Source: an optimization exercise on an open RTL-to-GDS flow (aim: small area). Production flows keep margins and buffers that such runs may drop.
Where RTL was checked, it was by simulation tests only, not by an equivalence proof against the original.
Function not checked in run 2: the RTL went through the layout flow alone.
Power is estimated from default activity; no workload was simulated.

==> flow/run.sh <==
#!/bin/bash
# synth_recipe.tcl (not shown) runs the flow's synth.tcl, then flattens the netlist and writes it again
# the make line also repeats each setting of config.mk as NAME=value (left out here)
make -C /OpenROAD-flow-scripts/flow DESIGN_CONFIG=/design/flow/config.mk WORK_HOME=/design/flow/orfs CLKGATE_MAP_FILE= SYNTH_SCRIPT=/design/flow/synth_recipe.tcl finish
==> flow/config.mk <==
export PLATFORM = sky130hd
export DESIGN_NAME = nuclear_top
export DESIGN_NICKNAME = nuclear_top
export VERILOG_FILES = /design/flow/design.v
export SDC_FILE = /design/flow/constraint.sdc
export NUM_CORES = 4
export LEC_CHECK = 0
export CAP_MARGIN = 20
export CORE_MARGIN = 2
export CORE_UTILIZATION = 40
export SLEW_MARGIN = 20
==> flow/constraint.sdc <==
create_clock -name core_clock -period 14.0 [get_ports {clk_100MHz}]
set_input_delay 2.8000 -clock core_clock [delete_from_list [all_inputs] [get_ports {clk_100MHz}]]
set_output_delay 2.8000 -clock core_clock [all_outputs]
set_load 0.01 [all_outputs]
==> flow/design.v <==
`timescale 1ns / 1ps
module vga_controller(
    input clk_100MHz,    
    input reset,         
    output video_on,     
    output hsync,        
    output vsync,        
    output p_tick,       
    output [9:0] x,      
    output [9:0] y       
    );
    parameter HD = 640;              
    parameter HF = 48;               
    parameter HB = 16;               
    parameter HR = 96;               
    parameter HMAX = HD+HF+HB+HR-1;  
    parameter VD = 480;              
    parameter VF = 10;               
    parameter VB = 33;               
    parameter VR = 2;                
    parameter VMAX = VD+VF+VB+VR-1;  
	reg  [1:0] r_25MHz;
	wire w_25MHz;
	always @(posedge clk_100MHz or posedge reset)
		if(reset)
		  r_25MHz <= 0;
		else
		  r_25MHz <= r_25MHz + 1;
	assign w_25MHz = (r_25MHz == 0) ? 1 : 0;  
    reg [9:0] h_count_reg, h_count_next;
    reg [9:0] v_count_reg, v_count_next;
    reg v_sync_reg, h_sync_reg;
    wire v_sync_next, h_sync_next;
    always @(posedge clk_100MHz or posedge reset)
        if(reset) begin
            v_count_reg <= 0;
            h_count_reg <= 0;
            v_sync_reg  <= 1'b0;
            h_sync_reg  <= 1'b0;
        end
        else begin
            v_count_reg <= v_count_next;
            h_count_reg <= h_count_next;
            v_sync_reg  <= v_sync_next;
            h_sync_reg  <= h_sync_next;
        end
    wire w_tick_edge = (r_25MHz == 2'd3);
    always @(posedge clk_100MHz or posedge reset)       
        if(reset)
            h_count_next <= 0;
        else if(w_tick_edge)
            if(h_count_next == HMAX)                 
                h_count_next <= 0;
            else
                h_count_next <= h_count_next + 1;         
    always @(posedge clk_100MHz or posedge reset)
        if(reset)
            v_count_next <= 0;
        else if(w_tick_edge)
            if(h_count_next == HMAX)                 
                if((v_count_next == VMAX))           
                    v_count_next <= 0;
                else
                    v_count_next <= v_count_next + 1;
    assign h_sync_next = (h_count_reg >= (HD+HB) && h_count_reg <= (HD+HB+HR-1));
    assign v_sync_next = (v_count_reg >= (VD+VB) && v_count_reg <= (VD+VB+VR-1));
    assign video_on = (h_count_reg < HD) && (v_count_reg < VD);  
    assign hsync  = h_sync_reg;
    assign vsync  = v_sync_reg;
    assign x      = h_count_reg;
    assign y      = v_count_reg;
    assign p_tick = w_25MHz;
endmodule
`timescale 1ns / 1ps
module simple_nuclear_display(
    input clk_100MHz,       
    input reset,
    input [11:0] sw,        
    output hsync, 
    output vsync,
    output [11:0] rgb       
);
    wire video_on;          
    wire p_tick;            
    wire [9:0] x, y;        
    reg [11:0] rgb_reg;     
    localparam BLACK       = 12'h000;
    localparam WHITE       = 12'hFFF;
    localparam YELLOW      = 12'hFF0;
    localparam GREEN       = 12'h0F0;
    localparam DARK_GREEN  = 12'h080;
    localparam RED         = 12'hF00;
    localparam DISPLAY_X = 120;        
    localparam DISPLAY_Y = 110;        
    localparam DISPLAY_WIDTH = 400;    
    localparam DISPLAY_HEIGHT = 260;   
    vga_controller vga_c(
        .clk_100MHz(clk_100MHz), 
        .reset(reset), 
        .video_on(video_on), 
        .hsync(hsync), 
        .vsync(vsync), 
        .p_tick(p_tick), 
        .x(x), 
        .y(y)
    );
    always @(posedge clk_100MHz or posedge reset)
    begin
        if (reset)
            rgb_reg <= BLACK;
        else if (p_tick) begin
            rgb_reg <= BLACK;
            if (video_on) begin
                if (x >= DISPLAY_X && x < DISPLAY_X + DISPLAY_WIDTH && 
                    y >= DISPLAY_Y && y < DISPLAY_Y + DISPLAY_HEIGHT) begin
                    if (x < DISPLAY_X + 3 || x >= DISPLAY_X + DISPLAY_WIDTH - 3 ||
                        y < DISPLAY_Y + 3 || y >= DISPLAY_Y + DISPLAY_HEIGHT - 3) begin
                        rgb_reg <= GREEN;
                    end
                    else if (y >= DISPLAY_Y + 60 && y < DISPLAY_Y + 63) begin
                        rgb_reg <= GREEN;
                    end
                    else if (y >= DISPLAY_Y + 210 && y < DISPLAY_Y + 213) begin
                        rgb_reg <= GREEN;
                    end
                    else if (x >= DISPLAY_X + DISPLAY_WIDTH/2 - 1 && 
                             x < DISPLAY_X + DISPLAY_WIDTH/2 + 2 &&
                             y >= DISPLAY_Y + 63 && y < DISPLAY_Y + 210) begin
                        rgb_reg <= GREEN;
                    end
                    else if ((x-DISPLAY_X-340)*(x-DISPLAY_X-340) + (y-DISPLAY_Y-30)*(y-DISPLAY_Y-30) <= 225 &&
                             (x-DISPLAY_X-340)*(x-DISPLAY_X-340) + (y-DISPLAY_Y-30)*(y-DISPLAY_Y-30) >= 100) begin
                        rgb_reg <= BLACK;
                    end
                    else if (x >= DISPLAY_X + 50 && x < DISPLAY_X + 150 &&
                             y >= DISPLAY_Y + 100 && y < DISPLAY_Y + 150) begin
                        rgb_reg <= BLACK;
                    end
                    else if (x >= DISPLAY_X + 250 && x < DISPLAY_X + 350 &&
                             y >= DISPLAY_Y + 100 && y < DISPLAY_Y + 150) begin
                        rgb_reg <= BLACK;
                    end
                    else if (y >= DISPLAY_Y + 225 && y < DISPLAY_Y + 240) begin
                        if (x >= DISPLAY_X + 50 && x < DISPLAY_X + 80) begin
                            rgb_reg <= RED;
                        end
                        else if ((x >= DISPLAY_X + 90 && x < DISPLAY_X + 120) ||
                                 (x >= DISPLAY_X + 130 && x < DISPLAY_X + 160) ||
                                 (x >= DISPLAY_X + 170 && x < DISPLAY_X + 200) ||
                                 (x >= DISPLAY_X + 210 && x < DISPLAY_X + 240) ||
                                 (x >= DISPLAY_X + 250 && x < DISPLAY_X + 280) ||
                                 (x >= DISPLAY_X + 290 && x < DISPLAY_X + 320) ||
                                 (x >= DISPLAY_X + 330 && x < DISPLAY_X + 360)) begin
                            rgb_reg <= DARK_GREEN;
                        end
                        else begin
                            rgb_reg <= YELLOW;
                        end
                    end
                    else if (y >= DISPLAY_Y + 20 && y < DISPLAY_Y + 40 &&
                             x >= DISPLAY_X + 50 && x < DISPLAY_X + 250) begin
                        rgb_reg <= BLACK;
                    end
                    else if (y >= DISPLAY_Y + 15 && y < DISPLAY_Y + 45 &&
                             x >= DISPLAY_X + 360 && x < DISPLAY_X + 390) begin
                        rgb_reg <= BLACK;
                    end
                    else begin
                        rgb_reg <= YELLOW;
                    end
                end
                else if (x >= DISPLAY_X + DISPLAY_WIDTH + 10 &&
                         x < DISPLAY_X + DISPLAY_WIDTH + 20 &&
                         y >= DISPLAY_Y + 200 &&
                         y < DISPLAY_Y + 210) begin
                    rgb_reg <= GREEN;
                end
            end
        end
    end
    assign rgb = (video_on) ? rgb_reg : 12'b0;
endmodule
`timescale 1ns / 1ps
module nuclear_top(
    input clk_100MHz,
    input reset,
    input [11:0] sw,
    output hsync,
    output vsync,
    output [11:0] rgb
);
    simple_nuclear_display display(
        .clk_100MHz(clk_100MHz),
        .reset(reset),
        .sw(sw),
        .hsync(hsync),
        .vsync(vsync),
        .rgb(rgb)
    );
endmodule
==> results of run 1 <==
## through the flow
step	cells	hold slack [ns]	worst slack (ns)	utilization (%)	instance area, µm²
after detailed placement	4266	0.415	1.12	42.1	32000
final	4274	0.425	0.943	42.3	32100
after floorplan	3282	0.385	2.90	-	30700
after global routing	4274	0.451	0.416	42.3	32100
after CTS	4274	0.430	1.11	42.3	32100
after global placement	4266	0.415	1.18	42.1	32000
## kinds of logic (layout without fill, tap and decap cells)
kind of cell | Yosys count | in the layout | share of synthesized area, %
and+or+nand+nor | 650 | 650 | 9.82
DFF | 47 | 47 | 3.84
xor gates and xnor gates | 116 | 116 | 3.38
adders and majority gates | 1081 | 1081 | 63.6
other | 1 | 4 | 0.0122
muxes | 5 | 5 | 0.171
AOI/OAI and AO/OA | 221 | 221 | 4.86
buffers and inverters | 1158 | 1120 | 14.3
## worst paths after layout
kind                                                                to  slack, ns  depth (start not counted)
worst max-delay path                    display.rgb_reg[7]$_DFFE_PP0N_       0.94                         35
worst min register to register  display.vga_c.h_count_reg[1]$_DFF_PP0_       0.42                          0
min in group asynchronous       display.vga_c.v_count_reg[5]$_DFF_PP0_       2.96                          2
worst max register to register          display.rgb_reg[7]$_DFFE_PP0N_       0.94                         35
worst min-delay path            display.vga_c.h_count_reg[1]$_DFF_PP0_       0.42                          0
max in group asynchronous           display.vga_c.r_25MHz[1]$_DFF_PP0_      10.55                          2
## cell type report
type / count / area (µm²) / area share, %
clock buffer: 8 / 156 / 0.487
inverter: 1061 / 3990 / 12.4
multi-input combinational: 2077 / 25100 / 78.2
sequential: 47 / 1180 / 3.66
tap: 1030 / 1290 / 4.01
timing repair buffer: 51 / 410 / 1.28
## cell usage in the layout (no fill, tap or decap), types with 27 or more instances in the layout
| master | instances |
|---|---|
| sky130_fd_sc_hd__a21oi_1 | 53 |
| sky130_fd_sc_hd__and2_1 | 83 |
| sky130_fd_sc_hd__buf_4 | 40 |
| sky130_fd_sc_hd__dfrtp_1 | 47 |
| sky130_fd_sc_hd__fa_1 | 793 |
| sky130_fd_sc_hd__ha_1 | 288 |
| sky130_fd_sc_hd__inv_1 | 1052 |
| sky130_fd_sc_hd__nand2_1 | 274 |
| sky130_fd_sc_hd__nand3_1 | 31 |
| sky130_fd_sc_hd__nor2_1 | 144 |
| sky130_fd_sc_hd__o21ai_0 | 51 |
| sky130_fd_sc_hd__xnor2_1 | 83 |
| sky130_fd_sc_hd__xor2_1 | 27 |
## power by group through the flow
stage	registers [µW]	logic, µW	clock network (µW)
2_1_floorplan	138	3.30	0
3_3_place_gp	138	3.46	0
3_5_place_dp	138	3.50	0
4_1_cts	136	3.50	128
5_1_grt	136	4.10	134
6_report	136	3.36	124
## worst max-delay path, delay by kind of cell, from the launching register on
family	cells	cell delay, ns
fa+ha+maj	13	6.78
compound gates	9	3.00
simple gates	4	1.39
buf+inv	8	0.75
flops	1	0.69
xor+xnor	1	0.27
## routing by layer
layer,wire (µm),vias to the layer above,part of all wire (%),track usage (%)
met2,39700,624,49,37.3
met4,2300,0,2.8,5.24
li1,-,9417,-,-
met1,33900,10800,42,29.4
met5,0,-,0,0
met3,5030,99,6.2,2.78
==> run summary, run 1 <==
result of the run complete, no violations; antenna-violating nets left 0; cts bufs inserted 5; top achievable clock speed 76.6 MHz; Vias between 20000 and 25000; final-report hold violation count 0; crit path max-delay cell type sky130_fd_sc_hd__ha_1; worst endpoint data arrival time between 10 and 15 ns; count of synthesis-stage warnings from yosys 2; Max VDD drop between 40 and 50 µV; number of slew-limit violations in the final report 0; most numerous cell on the critical path sky130_fd_sc_hd__fa_1; number of setup buffers added after CTS 0; height of the die 281 µm; vias in the first global route between 20000 and 25000; antenna cells 0; sequential element share of the synthesized area about 3.8%; most instantiated library cell after synthesis sky130_fd_sc_hd__inv_1; async set or reset register ratio after synthesis 100%; transition time of the tightest slew-check pin 1.08 ns; growth of design area from synthesis to finish 4.86%; maximum number of pins on one net before global-route repair 48; clock tree from TritonCTS built; number of synthesized flops with an enable pin 0; Crit Path Class register to register; hold buffer count at CTS 0; areal power density over the cells 8.20 nW/µm²; cell types with the highest counts after synthesis 1053 x sky130_fd_sc_hd__inv_1, 793 x sky130_fd_sc_hd__fa_1, 288 x sky130_fd_sc_hd__ha_1; fill cell total of the finished layout between 7000 and 8000; critical path required time ~14 ns; number of gates resized after CTS 0; number of vias per cell about 5; synthesized area divided by synthesized cell count roughly 9.3 µm²; HPWL after detailed placement between 70000 and 80000 µm; starting density of the core approximately two fifths; count of H-tree levels built during CTS 2; final-report setup violation count 0; # DRC 0; proportion of layout cells with a drive suffix above 1 between 2 and 3%; post-synthesis instance area between 30000 and 40000 µm²; Hold Crit Start display.vga_c.h_count_next[1]$_DFFE_PP0N_; launching point of the worst reg2reg path display.vga_c.h_count_reg[3]$_DFF_PP0_; number of nets in the finished design around 4300; die boundary width approximately 280 µm; synth top area cells sky130_fd_sc_hd__fa_1 52%, sky130_fd_sc_hd__inv_1 13%, sky130_fd_sc_hd__ha_1 12%; Syn Inst Count approximately 3300; post-synth top area share roughly 52%; standard cell core area about 76000 µm²; element type at the critical path end register; Worst Skew ~0.0037 ns; setup repair after global routing missed its margin false; routed wire length per instance roughly 19 µm; Rows slightly above 100; GRT overflow 0; Switching Fraction 19.5%; Detailed Route Iter0 Violations between 1000 and 1500; relative contribution of the clock network to total power between 40% and 50%; clock insertion delay at the later pin of the skew report just under 0.3 ns; Internal Dissipation 212 µW; Port Buffer Count 11; leakage power around 0.017 µW; critical path's largest stage delay ~0.9 ns; Routability Congestion slightly below 1; FF+latch count, synth 47; GRT Util Overall between 20% and 30%; path type of the worst min-delay path register to register; Final min period ~13 ns; worst max-slew margin expressed relative to the limit 27.5%; cell type with the highest aggregate area in the netlist sky130_fd_sc_hd__fa_1; Total Neg Setup Slack 0 ns; worst setup path start display.vga_c.h_count_reg[3]$_DFF_PP0_; number of antenna violations at the first check in global routing 1; overall power about 260 µW; maximum net fanout on the critical path 19; Total Die Area 78800 µm²; Routed Wire Length between 80000 and 90000 µm; final worst path period share 93.3%; CP startpoint kind register; fraction of power consumed by combinational cells under 10%; sequential fraction of design power 51.5%; power dissipated by switching net loads between 50 and 60 µW; Max-cap violations 0; wire length of the first global-routing pass 130000 µm; dominant synthesized flop cell sky130_fd_sc_hd__dfrtp_1; buffer cell driving the clock tree root sky130_fd_sc_hd__clkbuf_16; distinct cell type count of the synthesized netlist 85; number of search-and-repair iterations in the first detailed-routing pass 5; number of clock sinks 47; clock edge transition at the registers on the reported setup and hold paths around 0.06 ns; Clock Path Buffers 2; I/O Pins 28
==> run 2: changes to the inputs <==
==> flow/design.v (replaced) <==
`timescale 1ns / 1ps
module vga_controller(
    input clk_100MHz,
    input reset,
    output [1:0] phase,
    output [9:0] x,
    output [9:0] y
    );
    reg [1:0] r;
    reg [9:0] dx, dy;
    always @(posedge clk_100MHz or posedge reset)
        if (reset) begin
            r  <= 2'd0;
            dx <= 10'd798;
            dy <= 10'd524;
        end else begin
            r <= r + 2'd1;
            if (r == 2'd0) begin
                if (dx == 10'd799) begin
                    dx <= 10'd0;
                    dy <= (dy == 10'd524) ? 10'd0 : dy + 10'd1;
                end else
                    dx <= dx + 10'd1;
            end
        end
    assign phase = r;
    assign x = dx;
    assign y = dy;
endmodule
`timescale 1ns / 1ps
module simple_nuclear_display(
    input clk_100MHz,
    input reset,
    input [11:0] sw,
    output hsync,
    output vsync,
    output [11:0] rgb
);
    wire [1:0] r;
    wire [9:0] x, y;
    vga_controller vga_c(.clk_100MHz(clk_100MHz), .reset(reset),
                         .phase(r), .x(x), .y(y));
    wire r1 = (r == 2'd1);
    assign hsync = r1 ? (x >= 656 && x <= 751) : (x >= 655 && x <= 750);
    assign vsync = (r1 || x != 799) ? (y >= 513 && y <= 514)
                                    : (y >= 512 && y <= 513);
    wire panel  = x >= 120 && x < 520 && y >= 110 && y < 370;
    wire border = x < 123 || x >= 517 || y < 113 || y >= 367;
    wire hdiv   = (y >= 170 && y < 173) || (y >= 320 && y < 323);
    wire vdiv   = x >= 319 && x < 322 && y >= 173 && y < 320;
    reg [31:0] ring_row;
    always @* begin
        case (y[4:0])
            5'd0: ring_row = 32'h003ffff8;
            5'd1: ring_row = 32'h007ffffc;
            5'd2: ring_row = 32'h00fffffe;
            5'd3: ring_row = 32'h01fe00ff;
            5'd4: ring_row = 32'h01fc007f;
            5'd5: ring_row = 32'h83f0001f;
            5'd6: ring_row = 32'h83f0001f;
            5'd7: ring_row = 32'hc7e0000f;
            5'd8: ring_row = 32'hc7c00007;
            5'd9: ring_row = 32'hc7c00007;
            5'd10: ring_row = 32'hc7c00007;
            5'd11: ring_row = 32'hc7c00007;
            5'd12: ring_row = 32'hefc00007;
            5'd13: ring_row = 32'hc7c00007;
            5'd14: ring_row = 32'hc7c00007;
            5'd15: ring_row = 32'hc7c00007;
            5'd16: ring_row = 32'hc7c00007;
            5'd17: ring_row = 32'hc7e0000f;
            5'd18: ring_row = 32'h83f0001f;
            5'd19: ring_row = 32'h83f0001f;
            5'd20: ring_row = 32'h01fc007f;
            5'd21: ring_row = 32'h01fe00ff;
            5'd22: ring_row = 32'h00fffffe;
            5'd23: ring_row = 32'h007ffffc;
            5'd24: ring_row = 32'h003ffff8;
            5'd25: ring_row = 32'h000fffe0;
            5'd26: ring_row = 32'h0003ff80;
            5'd27: ring_row = 32'h00001000;
            5'd28: ring_row = 32'h00000000;
            5'd29: ring_row = 32'h00001000;
            5'd30: ring_row = 32'h0003ff80;
            5'd31: ring_row = 32'h000fffe0;
            default: ring_row = 32'h0;
        endcase
    end
    wire ring   = x >= 445 && x <= 475 && y >= 125 && y <= 155 && ring_row[x[4:0]];
    wire boxes  = y >= 210 && y < 260 &&
                  ((x >= 170 && x < 270) || (x >= 370 && x < 470));
    wire lamps  = y >= 335 && y < 350;
    wire red    = x >= 170 && x < 200;
    wire dgreen = (x >= 210 && x < 240) || (x >= 250 && x < 280) ||
                  (x >= 290 && x < 320) || (x >= 330 && x < 360) ||
                  (x >= 370 && x < 400) || (x >= 410 && x < 440) ||
                  (x >= 450 && x < 480);
    wire title  = y >= 130 && y < 150 && x >= 170 && x < 370;
    wire label  = y >= 125 && y < 155 && x >= 480 && x < 510;
    wire status = x >= 530 && x < 540 && y >= 310 && y < 320;
    reg [2:0] c;  
    always @* begin
        if (panel) begin
            if (border || hdiv || vdiv)  c = 3'b011;
            else if (ring || boxes)      c = 3'b000;
            else if (lamps)              c = red ? 3'b100 : dgreen ? 3'b010 : 3'b111;
            else if (title || label)     c = 3'b000;
            else                         c = 3'b111;
        end else if (status)             c = 3'b011;
        else                             c = 3'b000;
    end
    assign rgb = {{4{c[2]}}, c[1], {3{c[0]}}, 4'b0000};
endmodule
`timescale 1ns / 1ps
module nuclear_top(
    input clk_100MHz,
    input reset,
    input [11:0] sw,
    output hsync,
    output vsync,
    output [11:0] rgb
);
    simple_nuclear_display display(
        .clk_100MHz(clk_100MHz),
        .reset(reset),
        .sw(sw),
        .hsync(hsync),
        .vsync(vsync),
        .rgb(rgb)
    );
endmodule
--- a/flow/config.mk
+++ b/flow/config.mk
@@ -7,2 +7,3 @@
 export LEC_CHECK = 0
+export ABC_AREA = 1
 export CAP_MARGIN = 20
==> run 2 against run 1 <==
Wire length down 90%. Design area down 91%. Critical endpoint is now rgb[6]. Non-clock buffer count down 40. Worst hold slack better by 0.024 ns. Core utilization up 0.50 points.
==> run summary, run 2 <==
Hold Crit Start display.vga_c.r[0]$_DFF_PP0_ (was display.vga_c.h_count_next[1]$_DFFE_PP0N_); number of antenna violations at the first check in global routing 0 (was 1); height of the die 87.3 µm (was 281 µm); Max VDD drop 42.9 µV (was 48.1 µV); Routed Wire Length 7870 µm (was 81000 µm); vias in the first global route 2698 (was 23000); cts bufs inserted 3 (was 5); areal power density over the cells 43.1 nW/µm² (was 8.20 nW/µm²); Top Registers display.vga_c.dx: 10 flops, display.vga_c.dy: 10 flops, display.vga_c.r: 2 flops; fraction of power consumed by combinational cells 1.6% (was 1.3%); Rows 30 (was 101); final-report setup violation count 0 (unchanged); Detailed Route Iter0 Violations 321 (was 1415); Total Die Area 7620 µm² (was 78800 µm²); wire length of the first global-routing pass 13400 µm (was 130000 µm); met3 layer wire length in the routed design 490 µm (was 5030 µm); synthesized area divided by synthesized cell count 6.14 µm² (was 9.35 µm²); Crit Path Class register to output pin (was register to register); XOR/XNOR Fraction of Synth Area 1.58% (was 3.38%); standard cell core area 6760 µm² (was 75900 µm²); Final min period 5.95 ns (was 13.06 ns); cell types with the highest counts after synthesis 103 x sky130_fd_sc_hd__nand2_1, 55 x sky130_fd_sc_hd__inv_1, 52 x sky130_fd_sc_hd__nand3_1 (was 1053 x sky130_fd_sc_hd__inv_1, 793 x sky130_fd_sc_hd__fa_1, 288 x sky130_fd_sc_hd__ha_1); fraction of the mapped netlist area in compound gates 16.0% (was 4.86%); sequential fraction of design power 51.1% (was 51.5%); top achievable clock speed 168 MHz (was 76.6 MHz); setup repair after global routing missed its margin false (unchanged); final-report hold violation count 0 (unchanged); Routability Congestion 1.06 (was 0.971); antenna-violating nets left 0 (unchanged); Worst Skew 0.00347 ns (was 0.00367 ns); worst r2r path cells 9 (was 35); relative contribution of the clock network to total power 47.3% (was 47.2%); endpoint of the worst setup timing path rgb[6] (was display.rgb_reg[7]$_DFFE_PP0N_); count of H-tree levels built during CTS 1 (was 2); I/O Pins 28 (unchanged); final worst path period share 42.5% (was 93.3%); worst endpoint data arrival time 3.15 ns (was 13.18 ns); dominant synthesized flop cell sky130_fd_sc_hd__dfrtp_1 (unchanged); number of setup buffers added after CTS 0 (unchanged); element type at the critical path end output pin (was register); leakage power 0.00138 µW (was 0.0175 µW); adder-cell area share of the yosys netlist 5.41% (was 63.6%); maximum net fanout on the critical path 14 (was 19); count of synthesis-stage warnings from yosys 2 (unchanged); mux cell area share after synthesis 0% (was 0.171%); number of synthesized flops with an enable pin 0 (unchanged); result of the run complete, no violations (unchanged); path type of the worst min-delay path register to register (unchanged); # DRC 0 (unchanged); most used cells in the layout excluding fill and tap cells 103 x sky130_fd_sc_hd__nand2_1, 55 x sky130_fd_sc_hd__inv_1, 52 x sky130_fd_sc_hd__nand3_1 (was 1052 x sky130_fd_sc_hd__inv_1, 793 x sky130_fd_sc_hd__fa_1, 288 x sky130_fd_sc_hd__ha_1); number of nets in the finished design 473 (was 4338); Vias 2960 (was 20900); Internal Dissipation 102 µW (was 212 µW); dominant combinational cell family by area after synthesis simple AND/OR/NAND/NOR gates (was adder cells); critical path required time 11.20 ns (was 14.13 ns); sequential element share of the synthesized area 20.2% (was 3.84%); Syn Inst Count 452 (was 3279); proportion of layout cells with a drive suffix above 1 8.07% (was 2.74%); number of slew-limit violations in the final report 0 (unchanged); CP startpoint kind register (unchanged); antenna cells 0 (unchanged); Max-cap violations 0 (unchanged); async set or reset register ratio after synthesis 100% (unchanged); post-synthesis instance area 2780 µm² (was 30600 µm²); fill cell total of the finished layout 737 (was 7466); sum of routed wire segments on met1 3810 µm (was 33900 µm); most instantiated library cell after synthesis sky130_fd_sc_hd__nand2_1 (was sky130_fd_sc_hd__inv_1); hold buffer count at CTS 0 (unchanged); Clock Path Buffers 2 (unchanged); count of placed standard cells in the final layout, fillers left out 526 (was 4274); transition time of the tightest slew-check pin 0.836 ns (was 1.08 ns); clock edge transition at the registers on the reported setup and hold paths 0.08 ns (was 0.06 ns); post-synth top area share 13.9% (was 51.8%); routed wire length per instance 15.0 µm (was 18.9 µm); setup slack, reg-to-reg 11.60 ns (was 0.94 ns); die boundary width 87.3 µm (was 281 µm); starting density of the core 41.1% (was 40.4%); FF+latch count, synth 22 (was 47); cell type with the highest aggregate area in the netlist sky130_fd_sc_hd__nand2_1 (was sky130_fd_sc_hd__fa_1); Switching Fraction 18.1% (was 19.5%); Cell Count Post-Placement 522 (was 4266); GRT Util Overall 21.9% (was 21.8%); synth top area cells sky130_fd_sc_hd__nand2_1 14%, sky130_fd_sc_hd__dfrtp_1 12%, sky130_fd_sc_hd__nand3_1 9.4% (was sky130_fd_sc_hd__fa_1 52%, sky130_fd_sc_hd__inv_1 13%, sky130_fd_sc_hd__ha_1 12%); most frequent standard cell in the layout excluding fill and tap cells sky130_fd_sc_hd__nand2_1 (was sky130_fd_sc_hd__inv_1); growth of design area from synthesis to finish 4.19% (was 4.86%); Reg2Reg Capture Point display.vga_c.dy[6]$_DFFE_PP0P_ (was display.rgb_reg[7]$_DFFE_PP0N_); number of clock sinks 22 (was 47); number of search-and-repair iterations in the first detailed-routing pass 5 (unchanged); power dissipated by switching net loads 22.5 µW (was 51.4 µW); number of gates resized after CTS 0 (unchanged); highest routed metal layer met4 (unchanged); Port Buffer Count 11 (unchanged); overall power 125 µW (was 264 µW); worst max-slew margin expressed relative to the limit 44.2% (was 27.5%); buffer cell driving the clock tree root sky130_fd_sc_hd__clkbuf_8 (was sky130_fd_sc_hd__clkbuf_16); HPWL after detailed placement 6330 µm (was 70600 µm); maximum number of pins on one net before global-route repair 23 (was 48); worst setup path start display.vga_c.dx[1]$_DFFE_PP1N_ (was display.vga_c.h_count_reg[3]$_DFF_PP0_); GRT overflow 0 (unchanged); number of vias per cell 5.63 (was 4.90); synthesized-area fraction occupied by and/or/nand/nor cells 41.9% (was 9.82%); clock insertion delay at the later pin of the skew report 0.26 ns (was 0.29 ns); Total Neg Setup Slack 0 ns (unchanged); distinct cell type count of the synthesized netlist 48 (was 85); detailed route wirelength on metal2 3490 µm (was 39700 µm); clock tree from TritonCTS built (unchanged); launching point of the worst reg2reg path display.vga_c.dx[1]$_DFFE_PP1N_ (was display.vga_c.h_count_reg[3]$_DFF_PP0_)
[run 2: layout make-up]
class	instances	area (µm²)	area share [%]
clock buffer	3	41.3	1.43
clock inverter	1	30.0	1.04
inverter	62	233	8.04
multi-input combinational	347	1820	62.8
sequential	22	562	19.4
tap	80	100	3.46
timing repair buffer	11	110	3.81
[run 2: through the flow]
| step | hold WS, ns | worst slack, ns | cell area [µm²] | util (%) |
|---|---|---|---|---|
| after floorplan | 0.418 | 9.14 | 2790 | - |
| after global placement | 0.429 | 8.42 | 2820 | 41.8 |
| after detailed placement | 0.439 | 8.39 | 2820 | 41.8 |
| after CTS | 0.451 | 8.08 | 2890 | 42.8 |
| after global routing | 0.518 | 7.78 | 2890 | 42.8 |
| final | 0.449 | 8.05 | 2890 | 42.8 |
[run 2: kinds of logic after synthesis]
logic type	Yosys count
other cells	1
fa+ha+maj	12
flops	22
xor+xnor	5
buf+inv	86
compound gates	74
simple gates	252
[run 2: worst min path at each step]
stage | endpoint | slack [ns] | cells after the start
detailed placement | display.vga_c.r[0]$_DFF_PP0_ | 0.44 | 1
CTS | display.vga_c.r[0]$_DFF_PP0_ | 0.45 | 1
global placement | display.vga_c.r[0]$_DFF_PP0_ | 0.43 | 1
floorplan | display.vga_c.r[0]$_DFF_PP0_ | 0.42 | 1
finish | display.vga_c.r[0]$_DFF_PP0_ | 0.45 | 1
global route | display.vga_c.r[0]$_DFF_PP0_ | 0.52 | 1
[run 2: power by group through the flow]
stage | registers [µW] | clock network, µW | logic (µW)
floorplan | 64.8 | 0 | 2.22
global route | 63.6 | 64.6 | 2.34
CTS | 63.6 | 60.5 | 2.08
detailed placement | 64.8 | 0 | 2.08
global placement | 64.8 | 0 | 2.06
finish | 63.6 | 59.0 | 1.96
[run 2: worst max-delay path: stages (launching register included)]
cell	delay, ns
sky130_fd_sc_hd__dfstp_2	0.70
sky130_fd_sc_hd__inv_1	0.30
sky130_fd_sc_hd__nand2_1	0.29
sky130_fd_sc_hd__nand2_1	0.07
sky130_fd_sc_hd__nand2_1	0.11
sky130_fd_sc_hd__nand2_1	0.08
sky130_fd_sc_hd__a2111oi_0	0.37
sky130_fd_sc_hd__nand4_1	0.23
sky130_fd_sc_hd__nand2_1	0.17
sky130_fd_sc_hd__clkdlybuf4s50_1	0.55
[run 2: routing by layer]
metal	vias to the layer above	track usage, %
li1	1485	-
met1	1329	33.0
met2	136	34.6
met3	10	0.948
met4	0	4.62
met5	-	0

[re-timing with driven ports]
The flow's constraints put no driver on any port. The routed layouts listed below were extracted and timed again, unchanged, in two steps.
Step 1: set_driving_cell puts a clkbuf_16 on clk_100MHz and a buf_2 on each other input, an assumption about the parent block.
Step 2 adds t to the input delays and takes it off the output delays; t is the mean of the earliest and latest rising clock arrival at the registers after step 1. Input paths then give back, and output paths get back, about the clock's delay inside the block.
Three values: ideal ports, drivers, drivers and shift; two values: the first two.
run | t, ns | slack for setup (ns) | hold WS [ns] | clock arrival spread, ns | worst register clock-pin slew, ns
run 1 | 0.326 | 0.943 / 0.943 / 0.943 | 0.425 / 0.425 / 0.425 | 0.003 / 0.004 | 0.06 / 0.06
run 2 | 0.280 | 8.051 / 8.028 / 8.309 | 0.449 / 0.449 / 0.449 | 0.003 / 0.003 | 0.08 / 0.08
After both steps every run listed still meets setup and hold.
